What follows belongs to an exercise in optimizing a design on an open flow for small area; a production flow would make more cautious choices.
The RTL was checked by simulation tests, not by an equivalence proof against the original design.
The clock port is modelled as an ideal driver, which makes a skipped or thinned clock tree look cheaper than it is; a real chip needs a root buffer or a tree.
Power is estimated from default activity; no workload was simulated.

--- flow/run.sh ---
#!/bin/bash
# Own layout flow: the standard flow (standard.sh) with these changes.
#  - synthesis is the standard synthesis (synth_recipe.tcl, same registers)
#    except that ABC maps the logic with an area-oriented script
#    (flow/abc_area.script, used through ABC_AREA=1 and a copy of ORFS's
#    scripts folder that differs only in that file);
#  - ports are buffered with the smallest buffer (buf_1);
#  - after placement every combinational cell is swapped for the smallest
#    cell of the same function (the design has ample slack at 10 ns);
#  - the clock tree is collapsed to one clock buffer that drives every
#    register, the smallest clkbuf that keeps their clock slew low.
set -euo pipefail
export BUFFER_PORTS_ARGS="-buffer_cell sky130_fd_sc_hd__buf_1"
export CTS_ARGS="-sink_clustering_enable -repair_clock_nets -buf_list sky130_fd_sc_hd__clkbuf_8 -dont_use_dummy_load"
R=orfs/results/sky130hd/top/base
rm -rf scripts_abc
cp -r "$FLOW_HOME/scripts" scripts_abc
cp flow/abc_area.script scripts_abc/abc_area.script
sed "s|\"\${@:-finish}\"|SCRIPTS_DIR=$PWD/scripts_abc ABC_AREA=1 \"\${@:-finish}\"|" standard.sh > synth.sh
bash synth.sh synth > synth.log 2>&1
bash standard.sh floorplan place > std_place.log 2>&1
ODB_IN=$R/3_place.odb SDC_IN=$R/3_place.sdc openroad -no_init -exit flow/downsize.tcl > downsize.log 2>&1
bash standard.sh cts > std_cts.log 2>&1
ODB_IN=$R/4_cts.odb SDC_IN=$R/4_cts.sdc CLK_SLEW_TARGET=${CLK_SLEW_TARGET:-0.105} openroad -no_init -exit flow/clock.tcl > clock.log 2>&1
bash standard.sh > std_finish.log 2>&1
--- flow/abc_area.script ---
strash
dc2
dch -f
amap
--- flow/clock.tcl ---
# Collapse the clock tree that CTS built to its root buffer, sized to the
# smallest clkbuf that gives the registers a clock slew below
# CLK_SLEW_TARGET (ns): every leaf buffer is removed and its sinks move to the root's
# net, so all registers get the clock from one buffer (no skew between them).
set p $::env(FLOW_HOME)/platforms/sky130hd
read_lef $p/lef/sky130_fd_sc_hd.tlef
read_lef $p/lef/sky130_fd_sc_hd_merged.lef
read_liberty $p/lib/sky130_fd_sc_hd__tt_025C_1v80.lib
read_db $::env(ODB_IN)
read_sdc $::env(SDC_IN)
source $p/setRC.tcl
set block [ord::get_db_block]
set root [$block findInst clkbuf_0_clk]
set rootnet [[$root findITerm X] getNet]
foreach inst [$block getInsts] {
  set n [$inst getName]
  if {$n eq "clkbuf_0_clk" || ![string match clkbuf_* $n]} continue
  set onet [[$inst findITerm X] getNet]
  foreach it [$onet getITerms] {
    if {[$it isOutputSignal]} continue
    $it disconnect
    $it connect $rootnet
  }
  [$inst findITerm A] disconnect
  [$inst findITerm X] disconnect
  odb::dbInst_destroy $inst
  odb::dbNet_destroy $onet
}
# move the root buffer to the middle of the registers it drives
set sx 0; set sy 0; set sn 0
foreach it [$rootnet getITerms] {
  if {[$it isOutputSignal]} continue
  set bb [[$it getInst] getBBox]
  set sx [expr {$sx + ([$bb xMin] + [$bb xMax]) / 2}]
  set sy [expr {$sy + ([$bb yMin] + [$bb yMax]) / 2}]
  incr sn
}
$root setLocation [expr {$sx / $sn}] [expr {$sy / $sn}]

proc clk_slew {} {
  estimate_parasitics -placement
  set mx 0
  foreach pin [get_pins -hierarchical */CLK] {
    set s [get_property $pin slew_max]
    if {$s > $mx} { set mx $s }
  }
  return $mx
}
foreach size {4 8 16} {
  replace_cell clkbuf_0_clk sky130_fd_sc_hd__clkbuf_$size
  detailed_placement
  set s [clk_slew]
  puts "clock root clkbuf_$size: worst register clock slew $s"
  if {$s < $::env(CLK_SLEW_TARGET)} break
}
check_placement -verbose
estimate_parasitics -placement
report_clock_skew
report_worst_slack -max
report_worst_slack -min
write_db $::env(ODB_IN)
--- flow/downsize.tcl ---
# Swap every combinational cell of the placed design for the smallest cell of
# the same function (same name but drive suffix), then legalise the placement.
set p $::env(FLOW_HOME)/platforms/sky130hd
read_lef $p/lef/sky130_fd_sc_hd.tlef
read_lef $p/lef/sky130_fd_sc_hd_merged.lef
read_liberty $p/lib/sky130_fd_sc_hd__tt_025C_1v80.lib
read_db $::env(ODB_IN)
read_sdc $::env(SDC_IN)
set db [ord::get_db]
set masters {}
foreach lib [$db getLibs] {
  foreach m [$lib getMasters] { dict set masters [$m getName] $m }
}
set n 0
foreach inst [[ord::get_db_block] getInsts] {
  set m [$inst getMaster]
  set name [$m getName]
  if {![regexp {^(sky130_fd_sc_hd__[a-z0-9]+)_([0-9]+)$} $name -> base drv]} continue
  if {[regexp {df|edf|sdf|dl|tap|fill|decap|conb|clkbuf|clkinv|dly} $base]} continue
  set best $name
  set ba [expr {[$m getWidth]*[$m getHeight]}]
  foreach d {0 1 2} {
    set c ${base}_$d
    if {![dict exists $masters $c]} continue
    set cm [dict get $masters $c]
    set a [expr {[$cm getWidth]*[$cm getHeight]}]
    if {$a < $ba} { set best $c; set ba $a }
  }
  if {$best ne $name} {
    puts "resize [$inst getName] $name -> $best"
    replace_cell [$inst getName] $best
    incr n
  }
}
puts "downsized $n cells"
detailed_placement
check_placement -verbose
write_db $::env(ODB_IN)
--- standard.sh ---
#!/bin/bash
# synth_recipe.tcl (not shown) runs the flow's synth.tcl, then flattens the netlist and writes it again
# the make line also repeats each setting of config.mk as NAME=value (left out here)
make -C /OpenROAD-flow-scripts/flow DESIGN_CONFIG=/design/flow/config.mk WORK_HOME=/design/flow/orfs CLKGATE_MAP_FILE= SYNTH_SCRIPT=/design/flow/synth_recipe.tcl "${@:-finish}"
--- config.mk ---
export PLATFORM = sky130hd
export DESIGN_NAME = top
export DESIGN_NICKNAME = top
export VERILOG_FILES = /design/flow/design.v
export SDC_FILE = /design/flow/constraint.sdc
export NUM_CORES = 4
export LEC_CHECK = 0
export ABC_CLOCK_PERIOD_IN_PS = 10000
export CAP_MARGIN = 20
export CORE_MARGIN = 2
export CORE_UTILIZATION = 20
export SLEW_MARGIN = 20
--- constraint.sdc ---
create_clock -name core_clock -period 10.0 [get_ports {clk}]
set_input_delay 2.0000 -clock core_clock [delete_from_list [all_inputs] [get_ports {clk}]]
set_output_delay 2.0000 -clock core_clock [all_outputs]
set_load 0.01 [all_outputs]
--- design.v ---
module usart (
    input clk,
    input rst_n,
    input usart_rxp,
    output [5:0] led
);
    reg rx1n;                
    reg [6:0] t;             
    reg h;                   
    reg [4:0] j;             
    reg [5:0] sr;            
    reg pend;                
    reg [5:0] ledq;
    wire tend = ~t[0] & ~t[2] & t[3] & ~t[4] & ~t[6];    
    wire idle = ~h & ~j[4] & ~j[0];
    wire adv  = idle ? rx1n : tend;
    wire last = j[4] & ~j[3];            
    wire shift = adv & h & (~j[4] | j[1]);
    wire load = pend & (~idle | t[0]);
    always @(posedge clk)
        rx1n <= ~usart_rxp & rst_n;
    always @(posedge clk)
        t <= adv ? 7'd14 : {~t[5:0], t[2] ^ t[6]};
    always @(posedge clk)
        h <= rst_n & (h ^ adv);
    always @(posedge clk) begin
        if (!rst_n) j <= 5'd0;
        else if (adv & h) j <= {j[3:0], ~j[4]};
    end
    always @(posedge clk)
        if (shift) sr <= {rx1n, sr[5:1]};
    always @(posedge clk)
        pend <= rst_n & ((adv & h & last & ~rx1n) | (pend & ~load));
    always @(posedge clk) begin
        if (!rst_n) ledq <= 6'd0;
        else if (load) ledq <= sr;
    end
    assign led = ledq;
endmodule
module top (
    input clk,
    input rst_n,
    input usart_rxp,
    output [5:0] led
);
    usart usart_instance(.clk(clk), .rst_n(rst_n), .usart_rxp(usart_rxp), .led(led));
endmodule
==> run summary, run 1 <==
- Cell Rows: 23
- Period minus WS final: 2.82 ns
- WP data arrival: 2.62 ns
- Max FO, Critical Path: 9
- Global-route wire length before repair: 2370 um
- Post-CTS setup buffer count: 0
- Boundary Pins: 9
- Vias in the first global route: 530
- Synth warn: 1
- Detail Placement HPWL: 1060 um
- # DRC: 0
- Post-route ant nets: 0
- Drt first pass iters: 5
- Yosys top cell area share: 0.491
- Status: timing/DRC/antenna clean
- Endpoint class of the critical path: flip-flop
- Leading area contributor after synthesis: dfxtp_1
- Largest net degree at the start of global routing: 28
- Tcrit/Tclk final: 0.282
- N_diodes: 0
- Initial antenna violation count: 0
- Fin. max-slew vios: 0
- Min-Delay Path Class: flip-flop to flip-flop
- Clock slew at reported path FFs: 0.10 ns
- Fraction of layout cells with a size suffix above 1: 0.0128
- Startpoint class of the critical path: flip-flop
- Power per cell area: 210 mW/mm2
- Worst slack, placed: 7.12 ns
- Detailed-route wire length per cell: 11.1 um
- Die height: 69.4 um
- Skew-Pair Late Insertion Delay: 0.16 ns
- FMAX: 355 MHz
- Seq cells post-synth: 27
- Worst Slack Setup Final: 7.18 ns
- Gpl congestion: 0.755
- Max IR drop VDD: 0.0000730 V
- CTS resizes: 0
- Gr usage total: 0.0755
- Number of hold buffers added after cts: 0
- LEAKAGE: 0.332 nW
- Syn Inst Count: 69
- Area grow syn2layout: 13.7%
- Nets: 84
- Die Footprint: 0.00482 mm2
- Final Hold Fails: 0
- Core Area: 0.00406 mm2
- Synth top area cells: dfxtp_1, edfxtp_1, o221a_1, nor2_1, o21ai_0
- Post-Syn Nets: 73
- Slew headroom: 0.429
- Finish-stage setup viols: 0
- Die W: 69.4 um
- Final global-route overflow total: 0
- Slew @ Worst Pin: 0.848 ns
- Critical path class: flip-flop to flip-flop
- CP required: 9.80 ns
- Cell Area, Synth: 856 um2
- CTS Sinks: 27
- Via density: 4.25
- Vias: 544
- Final WL: 1420 um
- Starting Density: 0.211
- RSZ-0062 raised after global routing: false
- Cell variety after synth: 17
- Syn Area/Cell: 12.4 um2
- Max Cap Violations: 0
- Initial DRC Count: 35
- Setup TNS: 0 ns
- Port Buffers: 8
- Post-synthesis sequential area ratio: 0.702
- Clk_skew: 0.00232 ns
[sequential cells by signal, indices dropped and copies added, names as in the netlist]
signal,count
usart_instance.h,1
usart_instance.t,7
usart_instance.sr,6
usart_instance.ledq,6
usart_instance.j,5
usart_instance.pend,1
usart_instance.rx1n,1
[cells in the mapped netlist, drive strengths merged]
| cell type | number |
|---|---|
| o22ai | 1 |
| dfxtp | 21 |
| nor2 | 13 |
| ha | 1 |
| or3 | 1 |
| a32oi | 1 |
| a21oi | 2 |
| a22oi | 1 |
| nor3 | 1 |
| clkinv | 5 |
| nand4 | 1 |
| o21ai | 4 |
| edfxtp | 6 |
| a211oi | 1 |
| nand2b | 2 |
| o221a | 7 |
| nor2b | 1 |
[path summary, 6_finish.rpt]
| path | from | endpoint | slack [ns] | cells past startpoint |
|---|---|---|---|---|
| max | usart_instance.j[0] | usart_instance.sr[1] | 7.18 | 5 |
| min reg2reg | usart_instance.t[5] | usart_instance.t[6] | 0.39 | 1 |
| max reg2reg | usart_instance.j[0] | usart_instance.sr[1] | 7.18 | 5 |
| min | usart_instance.t[5] | usart_instance.t[6] | 0.39 | 1 |
[cell usage in the layout, fill, tap and decap left out, types with 2 or more instances in the layout]
cell type / instances
a21oi_1: 2
buf_1: 8
clkinv_1: 5
dfxtp_1: 21
edfxtp_1: 6
nand2b_1: 2
nor2_1: 13
o21ai_0: 4
o221a_1: 7
[per-layer routing]
layer | track usage | vias to the layer above | wire length (um)
li1 | - | 269 | -
met1 | 0.0934 | 257 | 642
met2 | 0.130 | 16 | 663
met3 | 0.0189 | 2 | 95
met4 | 0.0196 | 0 | 16
met5 | 0 | - | 0
[per-stage QoR]
step	total power, mW	instances	utilization	hold slack (ns)	instance area [um2]
after floorplan	0.156	69	-	0.356	856
after global placement	0.162	127	0.234	0.359	948
after detailed placement	0.164	127	0.234	0.369	948
after CTS	0.219	130	0.244	0.391	990
after global routing	0.215	128	0.240	0.402	973
final	0.204	128	0.240	0.391	973
[critical path, stage by stage, from the launching register on]
cell      delay, ns
dfxtp_1        0.33
or3_1          0.43
o21ai_0        0.54
ha_1           0.35
clkinv_1       0.23
o22ai_1        0.57
[report_power, final]
group / total [mW] / switching [mW] / internal, mW
combinational: 0.0217 / 0.0123 / 0.00940
clock: 0.0437 / 0.0253 / 0.0184
sequential: 0.139 / 0.00981 / 0.129
total: 0.204 / 0.0474 / 0.157
[kinds of logic (layout without fill, tap and decap cells)]
logic type	after synthesis	count (layout)	share of synthesized area
flip-flops	27	27	0.702
AND/OR/NAND/NOR	19	19	0.0994
AO/OA/AOI/OAI	17	17	0.162
buffers and inverters	5	14	0.0219
adder cells (fa/ha/maj)	1	1	0.0146
[area by class of cell]
| type | instances | area [um2] |
|---|---|---|
| sequential | 27 | 601 |
| clock buffer | 1 | 25.0 |
| timing repair buffer | 8 | 30.0 |
| inverter | 5 | 18.8 |
| tap | 50 | 62.6 |
| multi-input combinational | 37 | 236 |
| fill | 420 | 3080 |
==> run 2: changes to the inputs <==
==> flow/abc_area.script (replaced) <==
strash
dc2
dch -f
amap
mfs2 -a
strash
dch -f
amap
==> run summary, run 2 <==
- Max reg flops: 7
- Cell Rows: 23
- EDFF count, synth: 6
- Slowest CP cell: o21ai_0
- Gpl congestion: 0.736
- Port Buffers: 8
- Core Area: 0.00403 mm2
- Slew @ Worst Pin: 0.861 ns
- Vias in the first global route: 563
- CTS resizes: 0
- Yosys top cell area share: 0.499
- Status: timing/DRC/antenna clean
- Hold WS: 0.397 ns
- Final Hold Fails: 0
- Boundary Pins: 9
- Finish-stage setup viols: 0
- Fin. max-slew vios: 0
- Most frequent cells in the layout: dfxtp_1, nor2_1, o22ai_1, buf_1, edfxtp_1
- Post-synthesis sequential area ratio: 0.713
- Crit-path cells: nor2_1 -> nand2_1 -> o41ai_2 -> ha_1 -> clkinv_1 -> o21ai_0
- Nets: 89
- # DRC: 0
- Drt first pass iters: 4
- Max Cap Violations: 0
- Post-synthesis mux area share: 0
- CP required: 9.80 ns
- N_diodes: 0
- Tcrit/Tclk final: 0.273
- Vias: 572
- Syn Inst Count: 74
- Die Footprint: 0.00475 mm2
- Clk_skew: 0.00519 ns
- Initial DRC Count: 63
- Cell Area, Synth: 842 um2
- Commonest cells post-synth: dfxtp_1, nor2_1, o22ai_1, edfxtp_1
- Post-Syn Nets: 78
- Die height: 68.9 um
- Starting Density: 0.209
- Post-synthesis xor/xnor area fraction: 0
- Primary FF master, synth: dfxtp_1
- Post-route ant nets: 0
- Top flop regs: usart_instance.t x7, usart_instance.ledq x6, usart_instance.sr x6
- Max FO, Critical Path: 7
- Synth Area in Compound Gates: 0.128
- Simple logic cell fraction of the synthesized area: 0.122
- Final global-route overflow total: 0
- Setup TNS: 0 ns
- Post-synthesis adder-cell area fraction: 0.0149
- Detail Placement HPWL: 1060 um
- Largest family of logic cells by synthesized area: compound AO/OA/AOI/OAI gates
- LEAKAGE: 0.338 nW
- Fraction of layout cells with a size suffix above 1: 0.0241
- Slew headroom: 0.420
- Period minus WS final: 2.73 ns
- Area grow syn2layout: 14.9%
- Biggest register: usart_instance.t
- CTS Sinks: 27
- Post-CTS setup buffer count: 0
- Leading area contributor after synthesis: dfxtp_1
- Cell variety after synth: 16
- Gr usage total: 0.0866
- Syn Area/Cell: 11.4 um2
- Largest net degree at the start of global routing: 28
- Initial antenna violation count: 0
- FMAX: 366 MHz
- Final WL: 1450 um
- Number of hold buffers added after cts: 0
- Via density: 4.30
- Critical path class: flip-flop to flip-flop
- Synth warn: 1
- Min-Delay Path Class: flip-flop to flip-flop
- Fillcell total: 431
- Synth top area cells: dfxtp_1, edfxtp_1, nor2_1, o22ai_1, clkinv_1
- RSZ-0062 raised after global routing: false
- Count leader, synth: dfxtp_1
- Asr flop ratio synth: 0
- CP peak stage delay: 0.66 ns
- Startpoint class of the critical path: flip-flop
- Clock slew at reported path FFs: 0.10 ns
- Skew-Pair Late Insertion Delay: 0.16 ns
- Global-route wire length before repair: 2460 um
- Detailed-route wire length per cell: 10.9 um
- WP data arrival: 2.53 ns
- Endpoint class of the critical path: flip-flop
- Power per cell area: 212 mW/mm2
- Max IR drop VDD: 0.000135 V
- Die W: 68.9 um
- Seq cells post-synth: 27
- Commonest non-fill, non-tap cell in the layout: dfxtp_1
-- run 2: final timing paths --
check / start / endpoint / slack (ns) / cells after the start
worst min register to register: usart_instance.t[5] / usart_instance.t[6] / 0.40 / 1
worst max-delay path: usart_instance.t[2] / usart_instance.sr[1] / 7.27 / 6
worst max register to register: usart_instance.t[2] / usart_instance.sr[1] / 7.27 / 6
worst min-delay path: usart_instance.t[5] / usart_instance.t[6] / 0.40 / 1
-- run 2: kinds of logic after synthesis --
family                     Yosys count
AOI/OAI and AO/OA                   16
adders and majority gates            1
buffers and inverters                5
DFF                                 27
and+or+nand+nor                     25
-- run 2: stage by stage --
step                cell area, um2  setup slack [ns]  std cells   util  power, mW
finish                         967              7.27        133  0.240      0.206
CTS                            976              6.95        135  0.242      0.217
floorplan                      842              7.42         74      -      0.155
global placement               935              7.20        132  0.232      0.160
detailed placement             935              6.97        132  0.232      0.162
global route                   967              6.92        133  0.240      0.218
-- run 2: per-layer routing --
layer	part of all wire	global-route usage
met1	0.45	0.121
met2	0.48	0.142
met3	0.066	0.0195
met4	0.012	0.00735
met5	0	0
-- run 2: cell type report --
cell class / count / area [um2] / share of cell area
inverters: 5 / 18.8 / 0.0194
multi-input cells: 42 / 230 / 0.238
well taps: 50 / 62.6 / 0.0647
repair buffers: 8 / 30.0 / 0.0310
flip-flops and latches: 27 / 601 / 0.621
clock buffers: 1 / 25.0 / 0.0259
-- run 2: critical path, delay by kind of cell (launching register included) --
family	cells	cell delay, ns
flops	1	0.34
simple gates	2	0.28
buf+inv	1	0.20
fa+ha+maj	1	0.34
compound gates	2	1.21
-- run 2: where the power goes --
part           leakage [nW]  switching [mW]  total (mW)  internal [mW]
registers             0.227          0.0102       0.139          0.129
clock network        0.0123          0.0249      0.0433         0.0184
logic                0.0990          0.0138      0.0230        0.00915
total                 0.338          0.0489       0.206          0.157
==> run 3: changes to the inputs <==
--- a/config.mk
+++ b/config.mk
@@ -8,5 +8,5 @@
 export ABC_CLOCK_PERIOD_IN_PS = 10000
-export CAP_MARGIN = 20
+export CAP_MARGIN = 0
 export CORE_MARGIN = 2
 export CORE_UTILIZATION = 20
-export SLEW_MARGIN = 20
+export SLEW_MARGIN = 0
==> run summary, run 3 <==
- Status: timing/DRC/antenna clean
- Synth top area cells: dfxtp_1, edfxtp_1, nor2_1, o22ai_1, clkinv_1
- Hold WS: 0.396 ns
- WP data arrival: 2.82 ns
- Asr flop ratio synth: 0
- Global-route wire length before repair: 2460 um
- Max reg flops: 7
- Reg2reg end: usart_instance.sr[4]
- Global Route met2 Usage: 0.142
- Cell Area, Synth: 842 um2
- Number of hold buffers added after cts: 0
- GRT busiest layer: met2
- Startpoint class of the critical path: flip-flop
- N_diodes: 0
- CTS Sinks: 27
- Drt first pass iters: 4
- Commonest cells post-synth: dfxtp_1, nor2_1, o22ai_1, edfxtp_1
- Clk_skew: 0.00298 ns
- FMAX: 331 MHz
- Final global-route overflow total: 0
- Reg-to-reg startpoint: usart_instance.t[2]
- Setup slack, reg-to-reg: 6.98 ns
- Area grow syn2layout: 14.0%
- Critical path origin: usart_instance.t[2]
- Max Cap Violations: 0
- Gr usage total: 0.0866
- CP required: 9.79 ns
- Fraction of layout cells with a size suffix above 1: 0.0120
- Largest net degree at the start of global routing: 28
- Met3 Usage GRT: 0.0195
- Initial antenna violation count: 0
- Cell variety after synth: 16
- Die height: 68.9 um
- CTS resizes: 0
- Biggest register: usart_instance.t
- Worst hold path startpoint: usart_instance.t[5]
- Clock slew at reported path FFs: 0.09 ns
- Vias in the first global route: 563
- Fin. max-slew vios: 0
- Detailed-route wire length per cell: 10.5 um
- End of the critical path: usart_instance.sr[4]
- Top flop regs: usart_instance.t x7, usart_instance.ledq x6, usart_instance.sr x6
- Count leader, synth: dfxtp_1
- Post-Syn Nets: 78
- Min-Delay Path Class: flip-flop to flip-flop
- Max FO, Critical Path: 7
- Port Buffers: 8
- Syn Area/Cell: 11.4 um2
- EDFF count, synth: 6
- Initial DRC Count: 49
- Final WL: 1400 um
- Starting Density: 0.209
- Fillcell total: 432
- Post-CTS setup buffer count: 0
- Most frequent cells in the layout: dfxtp_1, nor2_1, o22ai_1, buf_1, edfxtp_1
- Seq cells post-synth: 27
- Setup TNS: 0 ns
- Slew headroom: 0.354
- Leading area contributor after synthesis: dfxtp_1
- Vias: 571
- Slew @ Worst Pin: 0.957 ns
- Die W: 68.9 um
- R2r worst-path depth: 6
- Cell Rows: 23
- Skew-Pair Late Insertion Delay: 0.15 ns
- Nets: 89
- LEAKAGE: 0.333 nW
- Met1 GRT Util: 0.121
- Primary FF master, synth: dfxtp_1
- Syn Inst Count: 74
- Max IR drop VDD: 0.000133 V
- Gpl congestion: 0.736
- Via density: 4.29
- Boundary Pins: 9
- Critical path class: flip-flop to flip-flop
- Detail Placement HPWL: 1060 um
- Tcrit/Tclk final: 0.302
- Yosys top cell area share: 0.499
- Final Hold Fails: 0
- Finish-stage setup viols: 0
- Commonest non-fill, non-tap cell in the layout: dfxtp_1
- Post-route ant nets: 0
- RSZ-0062 raised after global routing: false
- # DRC: 0
- Period minus WS final: 3.02 ns
- Die Footprint: 0.00475 mm2
- Core Area: 0.00403 mm2
- Synth warn: 1
- Final Non-Filler Cells: 133
- Power per cell area: 210 mW/mm2
- Placed Cells: 132
- Endpoint class of the critical path: flip-flop
- Post-synthesis sequential area ratio: 0.713
==> run 3: cell count changes in the layout (fill, tap and decap cells not counted) <==
cell | before | now
o41ai_1 | 0 | 1
o41ai_2 | 1 | 0
==> run 3: worst min path at each step <==
| stage | to | cells after the start |
|---|---|---|
| after floorplan | usart_instance.t[2] | 1 |
| after global placement | usart_instance.t[6] | 1 |
| after detailed placement | usart_instance.t[2] | 1 |
| after CTS | usart_instance.t[6] | 1 |
| after global routing | usart_instance.t[6] | 1 |
| final | usart_instance.t[6] | 1 |
==> run 3: cell type report <==
cell class              instances  area (um2)  area share
inverters                       5        18.8      0.0196
well taps                      50        62.6      0.0652
flip-flops and latches         27         601       0.626
clock buffers                   1        25.0      0.0261
multi-input cells              42         223       0.232
repair buffers                  8        30.0      0.0313
==> run 3: logic make-up after synthesis <==
logic type / count (synthesis) / share of synthesized area
and+or+nand+nor: 25 / 0.122
DFF: 27 / 0.713
buffers and inverters: 5 / 0.0223
adders and majority gates: 1 / 0.0149
AOI/OAI and AO/OA: 16 / 0.128
==> run 3: stage by stage <==
stage	worst slack [ns]	utilization	power (mW)	area, um2
2_1_floorplan	7.42	-	0.155	842
3_3_place_gp	7.20	0.232	0.160	935
3_5_place_dp	6.97	0.232	0.162	935
4_1_cts	6.95	0.242	0.217	976
5_1_grt	6.54	0.238	0.215	960
6_report	6.98	0.238	0.202	960
==> run 3: worst max-delay path, stage by stage, from the launching register on <==
cell	delay, ns
dfxtp_1	0.34
nor2_1	0.16
nand2_1	0.08
o41ai_1	0.82
ha_1	0.39
clkinv_1	0.21
o21ai_0	0.67
==> run 3: power by group <==
part           switching, mW  internal (mW)  leakage (nW)
clock                 0.0239         0.0184        0.0123
combinational         0.0125        0.00884        0.0941
sequential           0.00927          0.129         0.227
total                 0.0457          0.156         0.333
==> run 3: metal layers <==
metal	vias to the layer above	wire length, um
met5	-	0
met4	0	0
met3	0	114
met2	28	649
met1	265	633
li1	278	-

[afterwards: timing with drivers on the ports]
The results above use ideal ports. As a check the final layouts listed here were re-extracted and re-timed, cells and wires unchanged. Step 1, drivers: a clkbuf_16 drives clk and a buf_2 each remaining input, both assumed. Step 2 adds t to the input delays and takes it off the output delays; t is the mean of the earliest and latest rising clock arrival at the registers after step 1. Input paths then give back, and output paths get back, about the clock's delay inside the block. Slacks: ideal / step 1 / step 2; pairs: ideal / step 1.
run | shift t [ns] | slack for setup (ns) | hold WS [ns]
run 1 | 0.186 | 7.182 / 7.182 / 7.121 | 0.391 / 0.391 / 0.391
run 2 | 0.182 | 7.268 / 7.268 / 7.169 | 0.397 / 0.397 / 0.397
run 3 | 0.179 | 6.975 / 6.975 / 6.975 | 0.396 / 0.396 / 0.396
After both steps every run listed still meets setup and hold. For run 2, which loses most, drivers alone change the setup slack by 0.000 ns; drivers and shift together by -0.099 ns.
